What follows belongs to an exercise in optimizing a design on an open flow for small area and a short achievable clock period; a production flow would make more cautious choices.
No functional check of the RTL was part of any run shown here.
Power is estimated from default activity; no workload was simulated.

--- design/flow/config.mk ---
export PLATFORM = sky130hd
export DESIGN_NAME = PE
export DESIGN_NICKNAME = PE
export VERILOG_FILES = /design/flow/design.v
export SDC_FILE = /design/flow/constraint.sdc
export NUM_CORES = 4
export LEC_CHECK = 0
export CAP_MARGIN = 20
export CORE_MARGIN = 2
export CORE_UTILIZATION = 65
export GPL_TIMING_DRIVEN = 0
export SETUP_SLACK_MARGIN = 0.8
export SLEW_MARGIN = 20
export SYNTH_HIERARCHICAL = 1
--- design/flow/standard.sh ---
#!/bin/bash
# synth_recipe.tcl (not shown) runs the flow's synth.tcl, then flattens the netlist and writes it again
# the make line also repeats each setting of config.mk as NAME=value (left out here)
make -C /OpenROAD-flow-scripts/flow DESIGN_CONFIG=/design/flow/config.mk WORK_HOME=/design/flow/orfs CLKGATE_MAP_FILE= SYNTH_SCRIPT=/design/flow/synth_recipe.tcl "${@:-finish}"
--- design/flow/design.v ---
module PE(
    input wire CLK,
    input wire RESET,
    input wire EN,
    input wire SELECTOR,
    input wire W_EN,
    input wire signed [7:0] active_left,
    output reg signed [7:0] active_right,
    input wire signed [15:0] in_sum,
    output reg signed [15:0] out_sum,
    input wire signed [7:0] in_weight_above,
    output wire signed [7:0] out_weight_below
    );
    reg signed [7:0] weight_1;
    reg signed [7:0] weight_2;
    wire en_n, en_n_lo, en_n_hi;
    pe_inv u_enn (.a(EN), .y(en_n));
    pe_inv u_ennl (.a(EN), .y(en_n_lo));
    pe_inv u_ennh (.a(EN), .y(en_n_hi));
    wire sel_n;
    pe_inv u_seln (.a(SELECTOR), .y(sel_n));
    wire ld1 = EN & W_EN & SELECTOR;
    wire ld2 = EN & W_EN & ~SELECTOR;
    wire ld1_n = ~ld1;
    wire ld2_n = ~ld2;
    wire [7:0] w_n, ar_d, w1_d, w2_d, wb;
    wire [15:0] s_in;
    genvar gi;
    generate for (gi = 0; gi < 8; gi = gi + 1) begin : byte_sel
        pe_mux2i u_wn (.s(SELECTOR), .a1(weight_2[gi]), .a0(weight_1[gi]), .y(w_n[gi]));
        pe_ao22 u_ar (.a1(EN), .a2(active_left[gi]), .b1(en_n), .b2(active_right[gi]), .x(ar_d[gi]));
        pe_ao22 u_w1 (.a1(ld1), .a2(in_weight_above[gi]), .b1(ld1_n), .b2(weight_1[gi]), .x(w1_d[gi]));
        pe_ao22 u_w2 (.a1(ld2), .a2(in_weight_above[gi]), .b1(ld2_n), .b2(weight_2[gi]), .x(w2_d[gi]));
        pe_ao22 u_wb (.a1(SELECTOR), .a2(weight_1[gi]), .b1(sel_n), .b2(weight_2[gi]), .x(wb[gi]));
    end endgenerate
    generate for (gi = 0; gi < 16; gi = gi + 1) begin : sum_sel
        pe_ao22 u_si (.a1(EN), .a2(in_sum[gi]), .b1(gi < 8 ? en_n_lo : en_n_hi), .b2(out_sum[gi]), .x(s_in[gi]));
    end endgenerate
    wire [7:0] w_n_b;
    generate for (gi = 0; gi < 8; gi = gi + 1) begin : wdup
        pe_mux2i u_wnb (.s(SELECTOR), .a1(weight_2[gi]), .a0(weight_1[gi]), .y(w_n_b[gi]));
    end endgenerate
    wire b_one0, b_two0, b_neg0;
    pe_nand2 u_x1 (.a(EN), .b(active_left[0]), .y(b_one0));
    pe_nand3b u_x2 (.an(active_left[0]), .b(active_left[1]), .c(EN), .y(b_two0));
    assign b_neg0 = active_left[1];
    wire bs_0_0, bx_0_0;
    pe_nor2 u_x3 (.a(b_one0), .b(w_n[0]), .y(bs_0_0));
    pe_xor2 u_x4 (.a(bs_0_0), .b(b_neg0), .y(bx_0_0));
    wire bs_0_1, bx_0_1;
    pe_oai22 u_x5 (.a1(b_one0), .a2(w_n[1]), .b1(b_two0), .b2(w_n[0]), .y(bs_0_1));
    pe_xor2 u_x6 (.a(bs_0_1), .b(b_neg0), .y(bx_0_1));
    wire bs_0_2, bx_0_2;
    pe_oai22 u_x7 (.a1(b_one0), .a2(w_n[2]), .b1(b_two0), .b2(w_n[1]), .y(bs_0_2));
    pe_xor2 u_x8 (.a(bs_0_2), .b(b_neg0), .y(bx_0_2));
    wire bs_0_3, bx_0_3;
    pe_oai22 u_x9 (.a1(b_one0), .a2(w_n[3]), .b1(b_two0), .b2(w_n[2]), .y(bs_0_3));
    pe_xor2 u_x10 (.a(bs_0_3), .b(b_neg0), .y(bx_0_3));
    wire bs_0_4, bx_0_4;
    pe_oai22 u_x11 (.a1(b_one0), .a2(w_n[4]), .b1(b_two0), .b2(w_n[3]), .y(bs_0_4));
    pe_xor2 u_x12 (.a(bs_0_4), .b(b_neg0), .y(bx_0_4));
    wire bs_0_5, bx_0_5;
    pe_oai22 u_x13 (.a1(b_one0), .a2(w_n[5]), .b1(b_two0), .b2(w_n[4]), .y(bs_0_5));
    pe_xor2 u_x14 (.a(bs_0_5), .b(b_neg0), .y(bx_0_5));
    wire bs_0_6, bx_0_6;
    pe_oai22 u_x15 (.a1(b_one0), .a2(w_n[6]), .b1(b_two0), .b2(w_n[5]), .y(bs_0_6));
    pe_xor2 u_x16 (.a(bs_0_6), .b(b_neg0), .y(bx_0_6));
    wire bs_0_7, bx_0_7;
    pe_oai22 u_x17 (.a1(b_one0), .a2(w_n[7]), .b1(b_two0), .b2(w_n[6]), .y(bs_0_7));
    pe_xor2 u_x18 (.a(bs_0_7), .b(b_neg0), .y(bx_0_7));
    wire bs_0_8, bx_0_8;
    pe_oai22 u_x19 (.a1(b_one0), .a2(w_n[7]), .b1(b_two0), .b2(w_n[7]), .y(bs_0_8));
    pe_xnor2 u_x20 (.a(bs_0_8), .b(b_neg0), .y(bx_0_8));
    wire b_one1, b_two1, b_neg1;
    wire b_x10_1, b_x21_1;
    pe_xor2 u_x21 (.a(active_left[2]), .b(active_left[1]), .y(b_x10_1));
    pe_xor2 u_x22 (.a(active_left[3]), .b(active_left[2]), .y(b_x21_1));
    pe_nand2 u_x23 (.a(EN), .b(b_x10_1), .y(b_one1));
    pe_nand3b u_x24 (.an(b_x10_1), .b(b_x21_1), .c(EN), .y(b_two1));
    assign b_neg1 = active_left[3];
    wire bs_1_0, bx_1_0;
    pe_nor2 u_x25 (.a(b_one1), .b(w_n[0]), .y(bs_1_0));
    pe_xor2 u_x26 (.a(bs_1_0), .b(b_neg1), .y(bx_1_0));
    wire bs_1_1, bx_1_1;
    pe_oai22 u_x27 (.a1(b_one1), .a2(w_n[1]), .b1(b_two1), .b2(w_n[0]), .y(bs_1_1));
    pe_xor2 u_x28 (.a(bs_1_1), .b(b_neg1), .y(bx_1_1));
    wire bs_1_2, bx_1_2;
    pe_oai22 u_x29 (.a1(b_one1), .a2(w_n[2]), .b1(b_two1), .b2(w_n[1]), .y(bs_1_2));
    pe_xor2 u_x30 (.a(bs_1_2), .b(b_neg1), .y(bx_1_2));
    wire bs_1_3, bx_1_3;
    pe_oai22 u_x31 (.a1(b_one1), .a2(w_n[3]), .b1(b_two1), .b2(w_n[2]), .y(bs_1_3));
    pe_xor2 u_x32 (.a(bs_1_3), .b(b_neg1), .y(bx_1_3));
    wire bs_1_4, bx_1_4;
    pe_oai22 u_x33 (.a1(b_one1), .a2(w_n[4]), .b1(b_two1), .b2(w_n[3]), .y(bs_1_4));
    pe_xor2 u_x34 (.a(bs_1_4), .b(b_neg1), .y(bx_1_4));
    wire bs_1_5, bx_1_5;
    pe_oai22 u_x35 (.a1(b_one1), .a2(w_n[5]), .b1(b_two1), .b2(w_n[4]), .y(bs_1_5));
    pe_xor2 u_x36 (.a(bs_1_5), .b(b_neg1), .y(bx_1_5));
    wire bs_1_6, bx_1_6;
    pe_oai22 u_x37 (.a1(b_one1), .a2(w_n[6]), .b1(b_two1), .b2(w_n[5]), .y(bs_1_6));
    pe_xor2 u_x38 (.a(bs_1_6), .b(b_neg1), .y(bx_1_6));
    wire bs_1_7, bx_1_7;
    pe_oai22 u_x39 (.a1(b_one1), .a2(w_n[7]), .b1(b_two1), .b2(w_n[6]), .y(bs_1_7));
    pe_xor2 u_x40 (.a(bs_1_7), .b(b_neg1), .y(bx_1_7));
    wire bs_1_8, bx_1_8;
    pe_oai22 u_x41 (.a1(b_one1), .a2(w_n[7]), .b1(b_two1), .b2(w_n[7]), .y(bs_1_8));
    pe_xnor2 u_x42 (.a(bs_1_8), .b(b_neg1), .y(bx_1_8));
    wire b_one2, b_two2, b_neg2;
    wire b_x10_2, b_x21_2;
    pe_xor2 u_x43 (.a(active_left[4]), .b(active_left[3]), .y(b_x10_2));
    pe_xor2 u_x44 (.a(active_left[5]), .b(active_left[4]), .y(b_x21_2));
    pe_nand2 u_x45 (.a(EN), .b(b_x10_2), .y(b_one2));
    pe_nand3b u_x46 (.an(b_x10_2), .b(b_x21_2), .c(EN), .y(b_two2));
    assign b_neg2 = active_left[5];
    wire bs_2_0, bx_2_0;
    pe_nor2 u_x47 (.a(b_one2), .b(w_n_b[0]), .y(bs_2_0));
    pe_xor2 u_x48 (.a(bs_2_0), .b(b_neg2), .y(bx_2_0));
    wire bs_2_1, bx_2_1;
    pe_oai22 u_x49 (.a1(b_one2), .a2(w_n_b[1]), .b1(b_two2), .b2(w_n_b[0]), .y(bs_2_1));
    pe_xor2 u_x50 (.a(bs_2_1), .b(b_neg2), .y(bx_2_1));
    wire bs_2_2, bx_2_2;
    pe_oai22 u_x51 (.a1(b_one2), .a2(w_n_b[2]), .b1(b_two2), .b2(w_n_b[1]), .y(bs_2_2));
    pe_xor2 u_x52 (.a(bs_2_2), .b(b_neg2), .y(bx_2_2));
    wire bs_2_3, bx_2_3;
    pe_oai22 u_x53 (.a1(b_one2), .a2(w_n_b[3]), .b1(b_two2), .b2(w_n_b[2]), .y(bs_2_3));
    pe_xor2 u_x54 (.a(bs_2_3), .b(b_neg2), .y(bx_2_3));
    wire bs_2_4, bx_2_4;
    pe_oai22 u_x55 (.a1(b_one2), .a2(w_n_b[4]), .b1(b_two2), .b2(w_n_b[3]), .y(bs_2_4));
    pe_xor2 u_x56 (.a(bs_2_4), .b(b_neg2), .y(bx_2_4));
    wire bs_2_5, bx_2_5;
    pe_oai22 u_x57 (.a1(b_one2), .a2(w_n_b[5]), .b1(b_two2), .b2(w_n_b[4]), .y(bs_2_5));
    pe_xor2 u_x58 (.a(bs_2_5), .b(b_neg2), .y(bx_2_5));
    wire bs_2_6, bx_2_6;
    pe_oai22 u_x59 (.a1(b_one2), .a2(w_n_b[6]), .b1(b_two2), .b2(w_n_b[5]), .y(bs_2_6));
    pe_xor2 u_x60 (.a(bs_2_6), .b(b_neg2), .y(bx_2_6));
    wire bs_2_7, bx_2_7;
    pe_oai22 u_x61 (.a1(b_one2), .a2(w_n_b[7]), .b1(b_two2), .b2(w_n_b[6]), .y(bs_2_7));
    pe_xor2 u_x62 (.a(bs_2_7), .b(b_neg2), .y(bx_2_7));
    wire bs_2_8, bx_2_8;
    pe_oai22 u_x63 (.a1(b_one2), .a2(w_n_b[7]), .b1(b_two2), .b2(w_n_b[7]), .y(bs_2_8));
    pe_xnor2 u_x64 (.a(bs_2_8), .b(b_neg2), .y(bx_2_8));
    wire b_one3, b_two3, b_neg3;
    wire b_x10_3, b_x21_3;
    pe_xor2 u_x65 (.a(active_left[6]), .b(active_left[5]), .y(b_x10_3));
    pe_xor2 u_x66 (.a(active_left[7]), .b(active_left[6]), .y(b_x21_3));
    pe_nand2 u_x67 (.a(EN), .b(b_x10_3), .y(b_one3));
    pe_nand3b u_x68 (.an(b_x10_3), .b(b_x21_3), .c(EN), .y(b_two3));
    assign b_neg3 = active_left[7];
    wire bs_3_0, bx_3_0;
    pe_nor2 u_x69 (.a(b_one3), .b(w_n_b[0]), .y(bs_3_0));
    pe_xor2 u_x70 (.a(bs_3_0), .b(b_neg3), .y(bx_3_0));
    wire bs_3_1, bx_3_1;
    pe_oai22 u_x71 (.a1(b_one3), .a2(w_n_b[1]), .b1(b_two3), .b2(w_n_b[0]), .y(bs_3_1));
    pe_xor2 u_x72 (.a(bs_3_1), .b(b_neg3), .y(bx_3_1));
    wire bs_3_2, bx_3_2;
    pe_oai22 u_x73 (.a1(b_one3), .a2(w_n_b[2]), .b1(b_two3), .b2(w_n_b[1]), .y(bs_3_2));
    pe_xor2 u_x74 (.a(bs_3_2), .b(b_neg3), .y(bx_3_2));
    wire bs_3_3, bx_3_3;
    pe_oai22 u_x75 (.a1(b_one3), .a2(w_n_b[3]), .b1(b_two3), .b2(w_n_b[2]), .y(bs_3_3));
    pe_xor2 u_x76 (.a(bs_3_3), .b(b_neg3), .y(bx_3_3));
    wire bs_3_4, bx_3_4;
    pe_oai22 u_x77 (.a1(b_one3), .a2(w_n_b[4]), .b1(b_two3), .b2(w_n_b[3]), .y(bs_3_4));
    pe_xor2 u_x78 (.a(bs_3_4), .b(b_neg3), .y(bx_3_4));
    wire bs_3_5, bx_3_5;
    pe_oai22 u_x79 (.a1(b_one3), .a2(w_n_b[5]), .b1(b_two3), .b2(w_n_b[4]), .y(bs_3_5));
    pe_xor2 u_x80 (.a(bs_3_5), .b(b_neg3), .y(bx_3_5));
    wire bs_3_6, bx_3_6;
    pe_oai22 u_x81 (.a1(b_one3), .a2(w_n_b[6]), .b1(b_two3), .b2(w_n_b[5]), .y(bs_3_6));
    pe_xor2 u_x82 (.a(bs_3_6), .b(b_neg3), .y(bx_3_6));
    wire bs_3_7, bx_3_7;
    pe_oai22 u_x83 (.a1(b_one3), .a2(w_n_b[7]), .b1(b_two3), .b2(w_n_b[6]), .y(bs_3_7));
    pe_xor2 u_x84 (.a(bs_3_7), .b(b_neg3), .y(bx_3_7));
    wire bs_3_8, bx_3_8;
    pe_oai22 u_x85 (.a1(b_one3), .a2(w_n_b[7]), .b1(b_two3), .b2(w_n_b[7]), .y(bs_3_8));
    pe_xnor2 u_x86 (.a(bs_3_8), .b(b_neg3), .y(bx_3_8));
    wire s87;
    wire c88;
    pe_ha u_x89 (.a(s_in[4]), .b(b_neg2), .s(s87), .co(c88));
    wire s90;
    wire c91;
    pe_ha u_x92 (.a(s_in[5]), .b(bx_0_5), .s(s90), .co(c91));
    wire s93;
    wire c94;
    pe_fa u_x95 (.a(s_in[6]), .b(b_neg3), .ci(bx_0_6), .s(s93), .co(c94));
    wire s96;
    wire c97;
    pe_ha u_x98 (.a(bx_1_4), .b(bx_2_2), .s(s96), .co(c97));
    wire s99;
    wire c100;
    pe_fa u_x101 (.a(s_in[7]), .b(bx_0_7), .ci(bx_1_5), .s(s99), .co(c100));
    wire s102;
    wire c103;
    pe_ha u_x104 (.a(bx_2_3), .b(bx_3_1), .s(s102), .co(c103));
    wire s105;
    wire c106;
    pe_xnor2 u_x107 (.a(s_in[8]), .b(bx_0_8), .y(s105));
    pe_or2 u_x108 (.a(s_in[8]), .b(bx_0_8), .y(c106));
    wire s109;
    wire c110;
    pe_fa u_x111 (.a(bx_1_6), .b(bx_2_4), .ci(bx_3_2), .s(s109), .co(c110));
    wire s112;
    wire c113;
    pe_xnor2 u_x114 (.a(s_in[9]), .b(bx_1_7), .y(s112));
    pe_or2 u_x115 (.a(s_in[9]), .b(bx_1_7), .y(c113));
    wire s116;
    wire c117;
    pe_ha u_x118 (.a(bx_2_5), .b(bx_3_3), .s(s116), .co(c117));
    wire s119;
    wire c120;
    pe_fa u_x121 (.a(s_in[10]), .b(bx_1_8), .ci(bx_2_6), .s(s119), .co(c120));
    wire s122;
    wire c123;
    pe_xnor2 u_x124 (.a(s_in[11]), .b(bx_2_7), .y(s122));
    pe_or2 u_x125 (.a(s_in[11]), .b(bx_2_7), .y(c123));
    wire s126;
    wire c127;
    pe_ha u_x128 (.a(s_in[2]), .b(b_neg1), .s(s126), .co(c127));
    wire s129;
    wire c130;
    pe_ha u_x131 (.a(s_in[3]), .b(bx_0_3), .s(s129), .co(c130));
    wire s132;
    wire c133;
    pe_fa u_x134 (.a(bx_0_4), .b(bx_1_2), .ci(bx_2_0), .s(s132), .co(c133));
    wire s135;
    wire c136;
    pe_fa u_x137 (.a(bx_1_3), .b(bx_2_1), .ci(c88), .s(s135), .co(c136));
    wire s138;
    wire c139;
    pe_fa u_x140 (.a(bx_3_0), .b(c91), .ci(s96), .s(s138), .co(c139));
    wire s141;
    wire c142;
    pe_fa u_x143 (.a(c97), .b(s102), .ci(c94), .s(s141), .co(c142));
    wire s144;
    wire c145;
    pe_fa u_x146 (.a(s105), .b(c103), .ci(c100), .s(s144), .co(c145));
    wire s147;
    wire c148;
    pe_fa u_x149 (.a(c106), .b(s112), .ci(s116), .s(s147), .co(c148));
    wire s150;
    wire c151;
    pe_fa u_x152 (.a(bx_3_4), .b(c113), .ci(c117), .s(s150), .co(c151));
    wire s153;
    wire c154;
    pe_ha u_x155 (.a(bx_3_5), .b(s122), .s(s153), .co(c154));
    wire s156;
    wire c157;
    pe_fa u_x158 (.a(s_in[12]), .b(bx_2_8), .ci(bx_3_6), .s(s156), .co(c157));
    wire s159;
    wire c160;
    pe_xnor2 u_x161 (.a(s_in[13]), .b(bx_3_7), .y(s159));
    pe_or2 u_x162 (.a(s_in[13]), .b(bx_3_7), .y(c160));
    wire s163;
    wire c164;
    pe_ha u_x165 (.a(s_in[0]), .b(b_neg0), .s(s163), .co(c164));
    wire s166;
    wire c167;
    pe_ha u_x168 (.a(s_in[1]), .b(bx_0_1), .s(s166), .co(c167));
    wire s169;
    wire c170;
    pe_fa u_x171 (.a(bx_0_2), .b(bx_1_0), .ci(s126), .s(s169), .co(c170));
    wire s172;
    wire c173;
    pe_fa u_x174 (.a(bx_1_1), .b(c127), .ci(s129), .s(s172), .co(c173));
    wire s175;
    wire c176;
    pe_fa u_x177 (.a(s87), .b(c130), .ci(s132), .s(s175), .co(c176));
    wire s178;
    wire c179;
    pe_fa u_x180 (.a(s90), .b(c133), .ci(s135), .s(s178), .co(c179));
    wire s181;
    wire c182;
    pe_fa u_x183 (.a(c136), .b(s93), .ci(s138), .s(s181), .co(c182));
    wire s184;
    wire c185;
    pe_fa u_x186 (.a(s99), .b(c139), .ci(s141), .s(s184), .co(c185));
    wire s187;
    wire c188;
    pe_fa u_x189 (.a(s109), .b(c142), .ci(s144), .s(s187), .co(c188));
    wire s190;
    wire c191;
    pe_fa u_x192 (.a(c110), .b(c145), .ci(s147), .s(s190), .co(c191));
    wire s193;
    wire c194;
    pe_fa u_x195 (.a(s119), .b(c148), .ci(s150), .s(s193), .co(c194));
    wire s196;
    wire c197;
    pe_fa u_x198 (.a(c120), .b(s153), .ci(c151), .s(s196), .co(c197));
    wire s199;
    wire c200;
    pe_fa u_x201 (.a(c123), .b(c154), .ci(s156), .s(s199), .co(c200));
    wire s202;
    wire c203;
    pe_ha u_x204 (.a(s159), .b(c157), .s(s202), .co(c203));
    wire s205;
    wire c206;
    pe_fa u_x207 (.a(s_in[14]), .b(bx_3_8), .ci(c160), .s(s205), .co(c206));
    wire [15:0] rx = {s_in[15], c203, s202, s199, c194, c191, c188, c185, c182, c179, c176, c173, c170, c167, c164, bx_0_0};
    wire [15:0] ry = {c206, s205, c200, c197, s196, s193, s190, s187, s184, s181, s178, s175, s172, s169, s166, s163};
    wire [15:0] sum;
    wire t208, rc209;
    pe_ha u_x210 (.a(rx[0]), .b(ry[0]), .s(t208), .co(rc209));
    assign sum[0] = t208;
    wire t211, rc212;
    pe_fa u_x213 (.a(rx[1]), .b(ry[1]), .ci(rc209), .s(t211), .co(rc212));
    assign sum[1] = t211;
    wire t214, rc215;
    pe_fa u_x216 (.a(rx[2]), .b(ry[2]), .ci(rc212), .s(t214), .co(rc215));
    assign sum[2] = t214;
    wire t217, rc218;
    pe_fa u_x219 (.a(rx[3]), .b(ry[3]), .ci(rc215), .s(t217), .co(rc218));
    assign sum[3] = t217;
    wire t220, rc221;
    pe_fa u_x222 (.a(rx[4]), .b(ry[4]), .ci(rc218), .s(t220), .co(rc221));
    assign sum[4] = t220;
    wire g5, p5;
    pe_ha u_x223 (.a(rx[5]), .b(ry[5]), .s(p5), .co(g5));
    wire g6, p6;
    pe_ha u_x224 (.a(rx[6]), .b(ry[6]), .s(p6), .co(g6));
    wire g7, p7;
    pe_ha u_x225 (.a(rx[7]), .b(ry[7]), .s(p7), .co(g7));
    wire g8, p8;
    pe_ha u_x226 (.a(rx[8]), .b(ry[8]), .s(p8), .co(g8));
    wire g9, p9;
    pe_ha u_x227 (.a(rx[9]), .b(ry[9]), .s(p9), .co(g9));
    wire g10, p10;
    pe_ha u_x228 (.a(rx[10]), .b(ry[10]), .s(p10), .co(g10));
    wire g11, p11;
    pe_ha u_x229 (.a(rx[11]), .b(ry[11]), .s(p11), .co(g11));
    wire g12, p12;
    pe_ha u_x230 (.a(rx[12]), .b(ry[12]), .s(p12), .co(g12));
    wire g13, p13;
    pe_ha u_x231 (.a(rx[13]), .b(ry[13]), .s(p13), .co(g13));
    wire g14, p14;
    pe_ha u_x232 (.a(rx[14]), .b(ry[14]), .s(p14), .co(g14));
    wire g15, p15;
    pe_ha u_x233 (.a(rx[15]), .b(ry[15]), .s(p15), .co(g15));
    wire G234 = g5 | (p5 & rc221);
    wire G235 = g7 | (p7 & g6);
    wire P236 = p7 & p6;
    wire G237 = g9 | (p9 & g8);
    wire P238 = p9 & p8;
    wire G239 = g11 | (p11 & g10);
    wire P240 = p11 & p10;
    wire G241 = g13 | (p13 & g12);
    wire P242 = p13 & p12;
    wire G243 = g15 | (p15 & g14);
    wire P244 = p15 & p14;
    wire G245 = G235 | (P236 & G234);
    wire G246 = G239 | (P240 & G237);
    wire P247 = P240 & P238;
    wire G248 = G243 | (P244 & G241);
    wire P249 = P244 & P242;
    wire G250 = G246 | (P247 & G245);
    wire G251 = G248 | (P249 & G250);
    wire G252 = G237 | (P238 & G245);
    wire G253 = G241 | (P242 & G250);
    wire G254 = g6 | (p6 & G234);
    wire G255 = g8 | (p8 & G245);
    wire G256 = g10 | (p10 & G252);
    wire G257 = g12 | (p12 & G250);
    wire G258 = g14 | (p14 & G253);
    pe_xor2 u_x259 (.a(p5), .b(rc221), .y(sum[5]));
    pe_xor2 u_x260 (.a(p6), .b(G234), .y(sum[6]));
    pe_xor2 u_x261 (.a(p7), .b(G254), .y(sum[7]));
    pe_xor2 u_x262 (.a(p8), .b(G245), .y(sum[8]));
    pe_xor2 u_x263 (.a(p9), .b(G255), .y(sum[9]));
    pe_xor2 u_x264 (.a(p10), .b(G252), .y(sum[10]));
    pe_xor2 u_x265 (.a(p11), .b(G256), .y(sum[11]));
    pe_xor2 u_x266 (.a(p12), .b(G250), .y(sum[12]));
    pe_xor2 u_x267 (.a(p13), .b(G257), .y(sum[13]));
    pe_xor2 u_x268 (.a(p14), .b(G253), .y(sum[14]));
    pe_xnor2 u_x269 (.a(p15), .b(G258), .y(sum[15]));
    always @(negedge RESET or posedge CLK) begin
        if (~RESET) begin
            out_sum <= 0;
            active_right <= 0;
            weight_1 <= 0;
            weight_2 <= 0;
        end else begin
            out_sum <= sum;
            active_right <= ar_d;
            weight_1 <= w1_d;
            weight_2 <= w2_d;
        end
    end
    assign out_weight_below = wb;
endmodule
module pe_fa(input wire a, input wire b, input wire ci, output wire s, output wire co);
    assign {co, s} = a + b + ci;
endmodule
module pe_ha(input wire a, input wire b, output wire s, output wire co);
    assign {co, s} = a + b;
endmodule
module pe_ao22(input wire a1, input wire a2, input wire b1, input wire b2, output wire x);
    assign x = (a1 & a2) | (b1 & b2);
endmodule
module pe_mux2i(input wire s, input wire a1, input wire a0, output wire y);
    assign y = ~(s ? a1 : a0);
endmodule
module pe_inv(input wire a, output wire y);
    assign y = ~a;
endmodule
module pe_ao21(input wire a, input wire b, input wire c, output wire y);
    assign y = a | (b & c);
endmodule
module pe_oai22(input wire a1, input wire a2, input wire b1, input wire b2, output wire y);
    assign y = ~((a1 | a2) & (b1 | b2));
endmodule
module pe_nand3b(input wire an, input wire b, input wire c, output wire y);
    assign y = ~(~an & b & c);
endmodule
module pe_and2(input wire a, input wire b, output wire y);
    assign y = a & b;
endmodule
module pe_and3b(input wire an, input wire b, input wire c, output wire y);
    assign y = ~an & b & c;
endmodule
module pe_nand2(input wire a, input wire b, output wire y);
    assign y = ~(a & b);
endmodule
module pe_nor2(input wire a, input wire b, output wire y);
    assign y = ~(a | b);
endmodule
module pe_or2(input wire a, input wire b, output wire y);
    assign y = a | b;
endmodule
module pe_xor2(input wire a, input wire b, output wire y);
    assign y = a ^ b;
endmodule
module pe_xnor2(input wire a, input wire b, output wire y);
    assign y = ~(a ^ b);
endmodule
module pe_xor3(input wire a, input wire b, input wire c, output wire y);
    assign y = a ^ b ^ c;
endmodule
--- design/flow/constraint.sdc ---
create_clock -name core_clock -period 5.5 [get_ports {CLK}]
set_input_delay 1.1000 -clock core_clock [delete_from_list [all_inputs] [get_ports {CLK}]]
set_output_delay 1.1000 -clock core_clock [all_outputs]
set_load 0.01 [all_outputs]
--- design/flow/flow/run.sh ---
#!/bin/bash
# Standard layout with two changes: the port buffers are the smallest buffer
# cell, and clock tree synthesis inserts no dummy loads.
set -euo pipefail
export BUFFER_PORTS_ARGS="-buffer_cell sky130_fd_sc_hd__buf_1"
export CTS_ARGS="-sink_clustering_enable -repair_clock_nets -dont_use_dummy_load"
bash standard.sh finish > flow_standard.log 2>&1
==> run notes, run 1 <==
The flow ran to the end and the layout has no timing, DRC or antenna violations. The setup clock skew after layout is roughly 0.017 ns. The synthesized design contains 40 register bits.

The number of fill cells in the layout came out at 335. The final estimated routing congestion in global placement is 0.876. The critical path data required time came out at 5.67 ns.

The most critical setup path has its endpoint at out_sum[11]. The post-synth design cell area came out at 3400 µm². The cell taking the most area after synthesis is sky130_fd_sc_hd__dfrtp_1. The number of cells traversed by the worst register-to-register path is 13. The antenna cell count is 0. The first detailed-routing pass took 4 iterations. After global routing the overflow that remains totals 0. The gate count after technology mapping is 293. After floorplanning, the core was sized to cover 5070 µm². The number of cells after detailed placement is around 430. In this run the count of I/O pins placed on the die edge is slightly below 70.

The pin count of the biggest net entering global routing is 38. The number of non-filler instances in the completed layout is between 400 and 500. In the synthesized netlist the dominant register cell turns out to be sky130_fd_sc_hd__dfrtp_1. The clock root buffer master is sky130_fd_sc_hd__clkbuf_8. The capturing element type of the critical path is a register. The tightest hold margin is roughly 0.50 ns. STA puts the critical path data arrival time at ~4.8 ns. The worst setup path is launched from an input pin. For this configuration, the core starts out at a cell density of 0.670.

The floorplan has 26 rows. The number of enable-type register cells in the synthesized netlist came out at 0. The share of post-route cells with drive strength above 1 is 0.126.

For this design the static power due to leakage is roughly 0.0019 µW. The total power per unit cell area is 523 nW/µm². The die outline width is ~76 µm. The number of antenna violations at the first check in global routing came out at 0.

For this run, the post-layout net count is approximately 470. The count of final hold-check violations is 0. The count of different cell masters after synthesis came out at 23. The final period utilization is 0.833. The count of buffers from port buffering is just under 70.

The growth of design area from synthesis to finish is 21.1%. The share of the Yosys chip area taken by registers is 0.294. Max-cap violations in this run came to 0. After detailed routing, the average wire length per cell comes to roughly 19 µm. The proportion of register bits with asynchronous set or reset after synthesis is 1.00. Measured against its own limit, the worst slew margin works out to 0.638. The clock latency on the worst-skew pair came out at 0.30 ns.

The area of the multi-input gates is between 2000 and 2500 µm². The share of synthesized area in the top cell type comes to 0.294. Tracing the worst setup path back leads to its startpoint at SELECTOR. The via count of the first global-routing pass is around 2.8k. Setup repair after global routing left no endpoint under its margin. The slew at the pin with the worst max-slew slack is 0.528 ns. By area the synthesized netlist is led by sky130_fd_sc_hd__dfrtp_1 (29%), sky130_fd_sc_hd__fa_1 (16%), sky130_fd_sc_hd__a22o_1 (12%). The floorplan step defined a die boundary enclosing slightly below 6000 µm².

The final layout contains routed wiring with a total length of approximately 8500 µm. The number of vias per cell after detailed routing came out at between 6 and 7. The critical path in this run is classified as input pin to register. The total non-filler cell area in the finished layout is 4120 µm².

The number of DRC markers in iteration 0 is 129. The DRC violation count after routing is 0. The post-synth net total is 381. In this run the critical register-to-register path is captured at out_sum[11]. For this run, the number of Yosys warnings is 7. TritonCTS built the clock tree. The number of clock sinks seen by CTS is 40. The area of placed instances is 3780 µm². After synthesis, the most frequently instantiated cells are sky130_fd_sc_hd__a22o_1 (48), sky130_fd_sc_hd__xor2_1 (48), sky130_fd_sc_hd__dfrtp_1 (40). The startpoint identified for the worst register-to-register timing path is weight_2[1]. The H-tree was split into 2 levels. The setup-violating endpoint count in the final report is 0. In this run the remaining antenna-violating nets after routing total 0. The synthesized area per cell came out at 11.6 µm².

The first global-routing pass estimated ~14000 µm of wire. The register-to-register setup slack came out at roughly 1.5 ns. The half-perimeter wire length of the detailed placement result is 5900 µm. The largest buffer count on any clock path is 2.

The clock-pin slew reported for the worst setup and hold paths after clock tree synthesis is about 0.07 ns. In this run, CTS created clock tree buffers numbering 5. The total count of max-transition violations in the final report is 0. The worst voltage drop across the vdd grid came out at ~0.65 mV. The tightest min-delay check is of the register to register type. The combined global-route utilization of all metal layers is 0.297. The clock period could shrink to roughly 4.6 ns. The area taken by flip-flops and latches is between 1000 and 1500 µm². The largest driver fanout on the critical path is 27. The number of vias after detailed routing came out at about 2.9k. The chip height came out at 76.3 µm. The peak clock frequency supported by timing is 0.218 GHz.
## logic make-up after synthesis
kind of cell,after synthesis,share of synthesized area
AOI/OAI and AO/OA,96,0.217
xor gates and xnor gates,57,0.147
adders and majority gates,51,0.249
buffers and inverters,10,0.0110
DFF,40,0.294
muxes,16,0.0471
and+or+nand+nor,23,0.0349
## what timing repair did
action,in CTS,in global routing
resized for setup,37,15
setup buffers,6,8
setup endpoints to repair,9,6
hold buffers,0,0
pin swaps,2,3
## layout by cell type, fill, tap and decap left out, drive strengths merged
cell type	n
buf	82
a22o	48
xor2	48
dfrtp	40
o22ai	32
fa	28
ha	23
mux2i	16
inv	9
xnor2	9
nand2	7
a21o	6
clkbuf	6
or2	5
nand3b	4
nor2	4
a21oi	3
nand3	2
a31o	2
o21ai	2
and3	1
a31oi	1
o21bai	1
o221ai	1
clkinvlp	1
## per-stage QoR
stage | utilization | power, µW | worst slack (ns) | TNS, ns
floorplan | - | 1510 | 0.842 | 0
global placement | 0.738 | 1770 | -0.897 | -6.63
detailed placement | 0.744 | 1840 | -0.222 | -1.11
CTS | 0.791 | 2080 | 0.803 | 0
global route | 0.812 | 2360 | 0.789 | 0
finish | 0.812 | 2160 | 0.918 | 0
## Yosys stat by module, one instance, submodules excluded, a selection
module	flops+latches	cell area (µm²)	cells
pe_oai22	0	6.26	1
pe_xnor2	0	8.76	1
pe_nand2	0	3.75	1
pe_nor2	0	3.75	1
pe_mux2i	0	10.0	1
pe_inv	0	3.75	1
pe_or2	0	6.26	1
## worst min-delay path by stage
stage	from	end	slack [ns]	cells after the start
3_3_place_gp	active_right[1]	active_right[1]	0.48	1
3_5_place_dp	active_right[6]	active_right[6]	0.48	1
4_1_cts	active_right[6]	active_right[6]	0.50	1
5_1_grt	active_right[2]	active_right[2]	0.53	1
6_report	active_right[7]	active_right[7]	0.50	1
2_1_floorplan	weight_1[0]	weight_1[0]	0.51	1
## final cells by class
cell class	count	area share
Sequential cell	40	0.243
Clock buffer	5	0.0167
Multi-Input combinational cell	243	0.597
Tap cell	70	0.0213
Timing Repair Buffer	83	0.112
Inverter	10	0.0100
## flip-flops by register name (all words and copies together) (netlist names)
| signal | cells |
|---|---|
| active_right | 8 |
| out_sum | 16 |
| weight_1 | 8 |
| weight_2 | 8 |
## worst max-delay path, stage by stage
cell,delay (ns)
sky130_fd_sc_hd__buf_16,0.18
sky130_fd_sc_hd__mux2i_1,0.44
sky130_fd_sc_hd__o22ai_1,0.18
sky130_fd_sc_hd__xor2_1,0.17
sky130_fd_sc_hd__ha_1,0.32
sky130_fd_sc_hd__fa_1,0.53
sky130_fd_sc_hd__fa_1,0.43
sky130_fd_sc_hd__ha_1,0.36
sky130_fd_sc_hd__a21o_1,0.21
sky130_fd_sc_hd__a31o_4,0.23
sky130_fd_sc_hd__a21o_1,0.21
sky130_fd_sc_hd__a31o_1,0.23
sky130_fd_sc_hd__xor2_1,0.15
## report_power, final
part / leakage [µW] / total [µW] / internal (µW) / switching [µW]
Combinational: 0.00135 / 1500 / 688 / 817
Sequential: 0.000484 / 472 / 408 / 63.3
Clock: 0.0000359 / 179 / 81.9 / 97.3
## routing by layer
metal	up-vias	track usage	wire, µm	part of all wire
met5	-	0	0	0
met4	0	0.107	219	0.026
met3	18	0.0545	473	0.056
met2	109	0.494	4250	0.50
met1	1441	0.393	3540	0.42
li1	1282	-	-	-
==> inputs of run 2 (changes only) <==
--- a/design/flow/design.v
+++ b/design/flow/design.v
@@ -309,67 +309,104 @@
     wire t217, rc218;
     pe_fa u_x219 (.a(rx[3]), .b(ry[3]), .ci(rc215), .s(t217), .co(rc218));
     assign sum[3] = t217;
-    wire t220, rc221;
-    pe_fa u_x222 (.a(rx[4]), .b(ry[4]), .ci(rc218), .s(t220), .co(rc221));
-    assign sum[4] = t220;
+    wire g4, p4;
+    pe_ha u_x220 (.a(rx[4]), .b(ry[4]), .s(p4), .co(g4));
     wire g5, p5;
-    pe_ha u_x223 (.a(rx[5]), .b(ry[5]), .s(p5), .co(g5));
+    pe_ha u_x221 (.a(rx[5]), .b(ry[5]), .s(p5), .co(g5));
     wire g6, p6;
-    pe_ha u_x224 (.a(rx[6]), .b(ry[6]), .s(p6), .co(g6));
+    pe_ha u_x222 (.a(rx[6]), .b(ry[6]), .s(p6), .co(g6));
     wire g7, p7;
-    pe_ha u_x225 (.a(rx[7]), .b(ry[7]), .s(p7), .co(g7));
+    pe_ha u_x223 (.a(rx[7]), .b(ry[7]), .s(p7), .co(g7));
     wire g8, p8;
-    pe_ha u_x226 (.a(rx[8]), .b(ry[8]), .s(p8), .co(g8));
+    pe_ha u_x224 (.a(rx[8]), .b(ry[8]), .s(p8), .co(g8));
     wire g9, p9;
-    pe_ha u_x227 (.a(rx[9]), .b(ry[9]), .s(p9), .co(g9));
+    pe_ha u_x225 (.a(rx[9]), .b(ry[9]), .s(p9), .co(g9));
     wire g10, p10;
-    pe_ha u_x228 (.a(rx[10]), .b(ry[10]), .s(p10), .co(g10));
+    pe_ha u_x226 (.a(rx[10]), .b(ry[10]), .s(p10), .co(g10));
     wire g11, p11;
-    pe_ha u_x229 (.a(rx[11]), .b(ry[11]), .s(p11), .co(g11));
+    pe_ha u_x227 (.a(rx[11]), .b(ry[11]), .s(p11), .co(g11));
     wire g12, p12;
-    pe_ha u_x230 (.a(rx[12]), .b(ry[12]), .s(p12), .co(g12));
+    pe_ha u_x228 (.a(rx[12]), .b(ry[12]), .s(p12), .co(g12));
     wire g13, p13;
-    pe_ha u_x231 (.a(rx[13]), .b(ry[13]), .s(p13), .co(g13));
+    pe_ha u_x229 (.a(rx[13]), .b(ry[13]), .s(p13), .co(g13));
     wire g14, p14;
-    pe_ha u_x232 (.a(rx[14]), .b(ry[14]), .s(p14), .co(g14));
+    pe_ha u_x230 (.a(rx[14]), .b(ry[14]), .s(p14), .co(g14));
     wire g15, p15;
-    pe_ha u_x233 (.a(rx[15]), .b(ry[15]), .s(p15), .co(g15));
-    wire G234 = g5 | (p5 & rc221);
-    wire G235 = g7 | (p7 & g6);
-    wire P236 = p7 & p6;
-    wire G237 = g9 | (p9 & g8);
-    wire P238 = p9 & p8;
-    wire G239 = g11 | (p11 & g10);
-    wire P240 = p11 & p10;
-    wire G241 = g13 | (p13 & g12);
-    wire P242 = p13 & p12;
-    wire G243 = g15 | (p15 & g14);
-    wire P244 = p15 & p14;
-    wire G245 = G235 | (P236 & G234);
-    wire G246 = G239 | (P240 & G237);
-    wire P247 = P240 & P238;
-    wire G248 = G243 | (P244 & G241);
-    wire P249 = P244 & P242;
-    wire G250 = G246 | (P247 & G245);
-    wire G251 = G248 | (P249 & G250);
-    wire G252 = G237 | (P238 & G245);
-    wire G253 = G241 | (P242 & G250);
-    wire G254 = g6 | (p6 & G234);
-    wire G255 = g8 | (p8 & G245);
-    wire G256 = g10 | (p10 & G252);
-    wire G257 = g12 | (p12 & G250);
-    wire G258 = g14 | (p14 & G253);
-    pe_xor2 u_x259 (.a(p5), .b(rc221), .y(sum[5]));
-    pe_xor2 u_x260 (.a(p6), .b(G234), .y(sum[6]));
-    pe_xor2 u_x261 (.a(p7), .b(G254), .y(sum[7]));
-    pe_xor2 u_x262 (.a(p8), .b(G245), .y(sum[8]));
-    pe_xor2 u_x263 (.a(p9), .b(G255), .y(sum[9]));
-    pe_xor2 u_x264 (.a(p10), .b(G252), .y(sum[10]));
-    pe_xor2 u_x265 (.a(p11), .b(G256), .y(sum[11]));
-    pe_xor2 u_x266 (.a(p12), .b(G250), .y(sum[12]));
-    pe_xor2 u_x267 (.a(p13), .b(G257), .y(sum[13]));
-    pe_xor2 u_x268 (.a(p14), .b(G253), .y(sum[14]));
-    pe_xnor2 u_x269 (.a(p15), .b(G258), .y(sum[15]));
+    pe_ha u_x231 (.a(rx[15]), .b(ry[15]), .s(p15), .co(g15));
+    wire G232 = g4 | (p4 & rc218);
+    wire G233 = g5 | (p5 & g4);
+    wire P234 = p5 & p4;
+    wire G235 = g6 | (p6 & g5);
+    wire P236 = p6 & p5;
+    wire G237 = g7 | (p7 & g6);
+    wire P238 = p7 & p6;
+    wire G239 = g8 | (p8 & g7);
+    wire P240 = p8 & p7;
+    wire G241 = g9 | (p9 & g8);
+    wire P242 = p9 & p8;
+    wire G243 = g10 | (p10 & g9);
+    wire P244 = p10 & p9;
+    wire G245 = g11 | (p11 & g10);
+    wire P246 = p11 & p10;
+    wire G247 = g12 | (p12 & g11);
+    wire P248 = p12 & p11;
+    wire G249 = g13 | (p13 & g12);
+    wire P250 = p13 & p12;
+    wire G251 = g14 | (p14 & g13);
+    wire P252 = p14 & p13;
+    wire G253 = g15 | (p15 & g14);
+    wire P254 = p15 & p14;
+    wire G255 = G233 | (P234 & rc218);
+    wire G256 = G235 | (P236 & G232);
+    wire G257 = G237 | (P238 & G233);
+    wire P258 = P238 & P234;
+    wire G259 = G239 | (P240 & G235);
+    wire P260 = P240 & P236;
+    wire G261 = G241 | (P242 & G237);
+    wire P262 = P242 & P238;
+    wire G263 = G243 | (P244 & G239);
+    wire P264 = P244 & P240;
+    wire G265 = G245 | (P246 & G241);
+    wire P266 = P246 & P242;
+    wire G267 = G247 | (P248 & G243);
+    wire P268 = P248 & P244;
+    wire G269 = G249 | (P250 & G245);
+    wire P270 = P250 & P246;
+    wire G271 = G251 | (P252 & G247);
+    wire P272 = P252 & P248;
+    wire G273 = G253 | (P254 & G249);
+    wire P274 = P254 & P250;
+    wire G275 = G257 | (P258 & rc218);
+    wire G276 = G259 | (P260 & G232);
+    wire G277 = G261 | (P262 & G255);
+    wire G278 = G263 | (P264 & G256);
+    wire G279 = G265 | (P266 & G257);
+    wire P280 = P266 & P258;
+    wire G281 = G267 | (P268 & G259);
+    wire P282 = P268 & P260;
+    wire G283 = G269 | (P270 & G261);
+    wire P284 = P270 & P262;
+    wire G285 = G271 | (P272 & G263);
+    wire P286 = P272 & P264;
+    wire G287 = G273 | (P274 & G265);
+    wire P288 = P274 & P266;
+    wire G289 = G279 | (P280 & rc218);
+    wire G290 = G281 | (P282 & G232);
+    wire G291 = G283 | (P284 & G255);
+    wire G292 = G285 | (P286 & G256);
+    wire G293 = G287 | (P288 & G275);
+    pe_xor2 u_x294 (.a(p4), .b(rc218), .y(sum[4]));
+    pe_xor2 u_x295 (.a(p5), .b(G232), .y(sum[5]));
+    pe_xor2 u_x296 (.a(p6), .b(G255), .y(sum[6]));
+    pe_xor2 u_x297 (.a(p7), .b(G256), .y(sum[7]));
+    pe_xor2 u_x298 (.a(p8), .b(G275), .y(sum[8]));
+    pe_xor2 u_x299 (.a(p9), .b(G276), .y(sum[9]));
+    pe_xor2 u_x300 (.a(p10), .b(G277), .y(sum[10]));
+    pe_xor2 u_x301 (.a(p11), .b(G278), .y(sum[11]));
+    pe_xor2 u_x302 (.a(p12), .b(G289), .y(sum[12]));
+    pe_xor2 u_x303 (.a(p13), .b(G290), .y(sum[13]));
+    pe_xor2 u_x304 (.a(p14), .b(G291), .y(sum[14]));
+    pe_xnor2 u_x305 (.a(p15), .b(G292), .y(sum[15]));
     always @(negedge RESET or posedge CLK) begin
         if (~RESET) begin
             out_sum <= 0;
==> run 2 against run 1 <==
Net effect: critical path depth is 1 higher; flip-flop and latch count stayed put; sequential share of layout area hardly changed; first-iteration DRC count is 37% higher; clock skew is 0.0037 ns lower; die area is 1.2% higher; highest routed layer unchanged; largest cell class unchanged; via count is 2.2% lower; still clean; core utilization is 0.42 points lower; global-route usage is 1.7 points lower; synthesized area is 1.3% higher; worst setup slack worse by 0.054 ns.
==> run notes, run 2 <==
Run status: complete, no violations (unchanged). The class of the tightest hold or removal check is register to register (unchanged). The switching power as a share of total power is 0.453 (about the same). The number of buffer and inverter stages on the critical path came out at 1 (unchanged). The simple-gate area share of the yosys netlist came out at 0.0356 (was 0.0349). The largest stage delay on the critical path came to 0.51 ns (was 0.53 ns). The uppermost signal routing layer after detailed routing is met4 (unchanged). The capturing element type of the critical path was a register (unchanged). The total power per unit cell area is 537 nW/µm² (was 523 nW/µm²). The wire length of the first global-routing pass came out at 13200 µm (was 13700 µm). The leakage dissipation was 0.00185 µW (was 0.00187 µW). The combinational cell fraction of total power is 0.707 (was 0.698). The via count of the first global-routing pass is 2776 (was 2804). The post-synth net total is 382 (was 381). The proportion of register bits with asynchronous set or reset after synthesis is 1.00 (unchanged). Leading cell types in the layout, fill and taps excluded: sky130_fd_sc_hd__buf_1 (61), sky130_fd_sc_hd__a22o_1 (48), sky130_fd_sc_hd__xor2_1 (48) (was sky130_fd_sc_hd__buf_1 (60), sky130_fd_sc_hd__a22o_1 (48), sky130_fd_sc_hd__xor2_1 (47)). The number of vias after detailed routing is 2786 (was 2850). The number of non-filler instances in the completed layout came to 449 (was 451).

The worst setup margin came out at 0.865 ns (was 0.918 ns). The number of warnings issued by yosys was 7 (unchanged). The combined global-route utilization of all metal layers is 0.280 (was 0.297).

The number of cells after detailed placement came out at 433 (was 432). The start point of the critical path is active_left[3] (was SELECTOR). The number of buffers added by the clock tree synthesis step came out at 5 (unchanged).

The relative max-transition margin came out at 0.623 (was 0.638). The data arrival time of the worst path came to 4.81 ns (was 4.75 ns). The cts-stage hold buffer count came to 0 (unchanged). The synthesis-stage register bit count is 40 (unchanged).

The peak clock frequency supported by timing was 0.216 GHz (was 0.218 GHz). The chip height came out at 76.8 µm (was 76.3 µm). The share of post-route cells with drive strength above 1 is 0.129 (was 0.126). The die area is 5900 µm² (was 5830 µm²). The internal power contribution came to 1210 µW (was 1180 µW).

The wire length on met3 was 410 µm (was 473 µm). The share of the synthesized area in compound gates (AO/OA/AOI/OAI) came out at 0.227 (was 0.217). The final estimated routing congestion in global placement was 0.855 (was 0.876). The total count of max-transition violations in the final report came out at 0 (unchanged).

The largest driver fanout on the critical path was 13 (was 27). The count of final hold-check violations is 0 (unchanged). The portion of netlist area occupied by mux cells came to 0.0465 (was 0.0471). The number of logic stages on the critical path including buffering is 14 (was 13). The xor and xnor area share after synthesis came out at 0.147 (about the same). The primary flip-flop cell chosen by synthesis mapping is sky130_fd_sc_hd__dfrtp_1 (unchanged). The count of different cell masters after synthesis came out at 27 (was 23).

The number of DRC markers in iteration 0 is 177 (was 129). The count of buffers from port buffering came to 68 (unchanged). The number of top-level design ports came out at 69 (unchanged).

The total length of routed wires is 8160 µm (was 8480 µm). The length of the first detailed-routing pass in iterations is 4 (unchanged). The type of element launching the critical path is an input pin (unchanged).

The routed length on met2 came to 4190 µm (was 4250 µm). The wire length the detailed router placed on met1 came out at 3440 µm (was 3540 µm). The register-to-register setup slack came out at 1.53 ns (was 1.54 ns). List of most frequent post-synthesis cells: sky130_fd_sc_hd__xor2_1 (49), sky130_fd_sc_hd__a22o_1 (48), sky130_fd_sc_hd__dfrtp_1 (40) (was sky130_fd_sc_hd__a22o_1 (48), sky130_fd_sc_hd__xor2_1 (48), sky130_fd_sc_hd__dfrtp_1 (40)). The number of antenna violations at the first check in global routing is 0 (unchanged). The critical hold path startpoint was active_right[7] (unchanged). The setup-violating endpoint count in the final report came to 0 (unchanged).

The setup clock skew after layout came out at 0.0134 ns (was 0.0171 ns). The number of fill cells in the layout came out at 335 (unchanged). The clock latency on the worst-skew pair came out at 0.30 ns (about the same). The area of the multi-input gates is 2520 µm² (was 2460 µm²). The placeable core region is 5110 µm² (was 5070 µm²). The antenna cell count is 0 (unchanged). The number of vias per cell after detailed routing came to 6.20 (was 6.32). The effective utilization at floorplan is 0.674 (was 0.670). The final critical-path required period is 4.64 ns (was 4.58 ns). The half-perimeter wire length of the detailed placement result came out at 5760 µm (was 5900 µm). The origin of the critical flop-to-flop path is weight_1[5] (was weight_2[1]). The number of cells traversed by the worst register-to-register path is 12 (was 13). The net total in the final layout is 469 (was 471). The number of clock sinks seen by CTS came out at 40 (unchanged). The growth of design area from synthesis to finish came out at 19.8% (was 21.1%). The most common cell after layout, fill and taps aside was sky130_fd_sc_hd__buf_1 (unchanged).

The slew at the pin with the worst max-slew slack came to 0.550 ns (was 0.528 ns). The number of nets still failing antenna checks after routing is 0 (unchanged). The cell taking the most area after synthesis is sky130_fd_sc_hd__dfrtp_1 (unchanged).

The top register by number of flip-flops is out_sum (unchanged). The end point of the critical path is out_sum[13] (was out_sum[11]). The sequential-to-total area share from yosys stat came to 0.291 (was 0.294). The DRC violation count after routing is 0 (unchanged).

The switching power summed over all nets came out at 1000 µW (was 977 µW). The post-synthesis share of cell area spent on full adders, half adders and majority gates is 0.244 (was 0.249). The fraction of power consumed by the clock network came out at 0.080 (was 0.083). The critical path class was input pin to register (unchanged). The total number of placement rows came out at 26 (unchanged). The wire length per cell after detailed routing came out at 18.2 µm (was 18.8 µm). The worst voltage drop across the vdd grid came to 0.495 mV (was 0.647 mV). The pin count of the biggest net entering global routing came to 38 (unchanged). The post-layout utilization of the core came to 0.808 (was 0.812). The reported max-cap violation count is 0 (unchanged). The clock-pin slew reported for the worst setup and hold paths after clock tree synthesis is 0.07 ns (about the same).

The family with the most delay on the worst path is adder cells (unchanged). The flip-flop count of the largest register, all copies and words added came out at 16 (unchanged). The number of H-tree levels came to 2 (unchanged).

The area share of the largest cell type after synthesis is 0.291 (was 0.294). The synthesized area per cell is 11.7 µm² (was 11.6 µm²). The CTS tree was done (unchanged).

The relative contribution of sequential cells to total power is 0.212 (was 0.219). Yosys instantiated no cell more often than sky130_fd_sc_hd__xor2_1. The largest buffer count on any clock path came out at 2 (unchanged).

Top cells by area in the synthesized netlist: sky130_fd_sc_hd__dfrtp_1 (29%), sky130_fd_sc_hd__fa_1 (16%), sky130_fd_sc_hd__xor2_1 (12%) (was sky130_fd_sc_hd__dfrtp_1 (29%), sky130_fd_sc_hd__fa_1 (16%), sky130_fd_sc_hd__a22o_1 (12%)). The final period utilization is 0.843 (was 0.833). The main combinational cell family by area after synthesis was adder cells (unchanged). RSZ-0062 raised after global routing: false (unchanged). The critical path's slowest cell was sky130_fd_sc_hd__fa_1 (unchanged). The critical path data required time is 5.67 ns (about the same). The gate count after technology mapping was 294 (was 293).

The pre-CTS worst setup slack came to -0.0420 ns (was -0.222 ns). The area taken by flip-flops and latches came out at 1000 µm² (unchanged). The post-synth design cell area came to 3440 µm² (was 3400 µm²). The number of enable-type register cells in the synthesized netlist was 0 (unchanged). Worst path cell trace: buf_6 -> xor2_2 -> nand3b_1 -> o22ai_2 -> xor2_1 -> ha_1 -> fa_1 -> fa_1 -> ha_2 -> a21oi_4 -> o31ai_4 -> a31o_4 -> a221o_1 -> xor2_1 (was buf_16 -> mux2i_1 -> o22ai_1 -> xor2_1 -> ha_1 -> fa_1 -> fa_1 -> ha_1 -> a21o_1 -> a31o_4 -> a21o_1 -> a31o_1 -> xor2_1). The capture instance of the worst register-to-register path is out_sum[13] (was out_sum[11]). The aggregate global routing overflow is 0 (unchanged). The clock root buffer master is sky130_fd_sc_hd__clkbuf_8 (unchanged). The die outline width came out at 76.8 µm (was 76.3 µm).
==> run 2: cell families after synthesis <==
logic type | count (synthesis)
compound gates | 98
fa+ha+maj | 51
xor+xnor | 58
flops | 40
buf+inv | 8
mux | 16
simple gates | 23
==> run 2: per-module statistics from Yosys (local to each module, per instance), excerpt <==
module / cells / times used
pe_mux2i: 1 / 16
pe_xor2: 1 / 49
PE: 69 / 1
pe_ha: 1 / 24
pe_oai22: 1 / 32
pe_or2: 1 / 4
pe_inv: 1 / 4
pe_fa: 1 / 27
pe_nand2: 1 / 4
==> run 2: cell type report <==
cell class,count,area share
well taps,70,0.0212
clock buffers,5,0.0167
flip-flops and latches,40,0.243
multi-input cells,246,0.610
repair buffers,80,0.101
inverters,8,0.00819
==> run 2: repair_timing <==
action | 4_1_cts | 5_1_grt
setup buffers | 6 | 5
setup endpoints to repair | 8 | 6
pin swaps | 1 | 6
gates resized for setup | 26 | 25
==> run 2: worst min path at each step <==
stage / endpoint / cells past startpoint / slack, ns
2_1_floorplan: weight_1[0] / 1 / 0.51
3_3_place_gp: active_right[2] / 1 / 0.48
3_5_place_dp: active_right[2] / 1 / 0.49
4_1_cts: active_right[2] / 1 / 0.50
5_1_grt: active_right[2] / 1 / 0.52
6_report: active_right[7] / 1 / 0.50
==> run 2: routing by layer <==
metal | vias to the layer above | track usage
met4 | 0 | 0.0745
met5 | - | 0
met3 | 14 | 0.0353
li1 | 1296 | -
met1 | 1382 | 0.393
met2 | 94 | 0.463
==> run 2: power by group through the flow <==
stage	logic (µW)	clock network (µW)	registers, µW
6_report	1570	178	470
2_1_floorplan	1110	0	492
3_3_place_gp	1410	0	461
3_5_place_dp	1470	0	466
4_1_cts	1490	180	463
5_1_grt	1750	192	483
==> run 2: metrics by stage <==
| step | power [µW] | cell area (µm²) | hold WS, ns | setup TNS [ns] |
|---|---|---|---|---|
| after floorplan | 1600 | 3440 | 0.507 | 0 |
| after global placement | 1870 | 3790 | 0.478 | -3.72 |
| after detailed placement | 1930 | 3820 | 0.485 | -0.113 |
| after CTS | 2130 | 3980 | 0.500 | 0 |
| after global routing | 2430 | 4130 | 0.519 | 0 |
| final | 2210 | 4130 | 0.500 | 0 |

re-timing with driven ports:
Ports are ideal in the flow. The routed layouts listed here were re-timed in OpenROAD.
Step 1 assumes that a clkbuf_16 drives the clock port and a buf_2 every other input.
Step 2 adds t to the input delays and takes it off the output delays; t is the mean of the earliest and latest rising clock arrival at the registers after step 1. Input paths then give back, and output paths get back, about the clock's delay inside the block.
Slacks: no drivers / after step 1 / after step 2; pairs: no drivers / after step 1.
| run | t (ns) | setup WS [ns] | hold WS [ns] | worst register clock-pin slew, ns | pins driven straight from the clock port |
|---|---|---|---|---|---|
| run 1 | 0.323 | 0.918 / 0.865 / 0.543 | 0.496 / 0.496 / 0.496 | 0.09 / 0.09 | 1 |
| run 2 | 0.319 | 0.865 / 0.857 / 0.538 | 0.500 / 0.500 / 0.500 | 0.08 / 0.08 | 1 |
After both steps setup and hold are still met in every run listed. For run 1, which loses most, drivers alone change the setup slack by -0.053 ns; drivers and shift together by -0.375 ns.
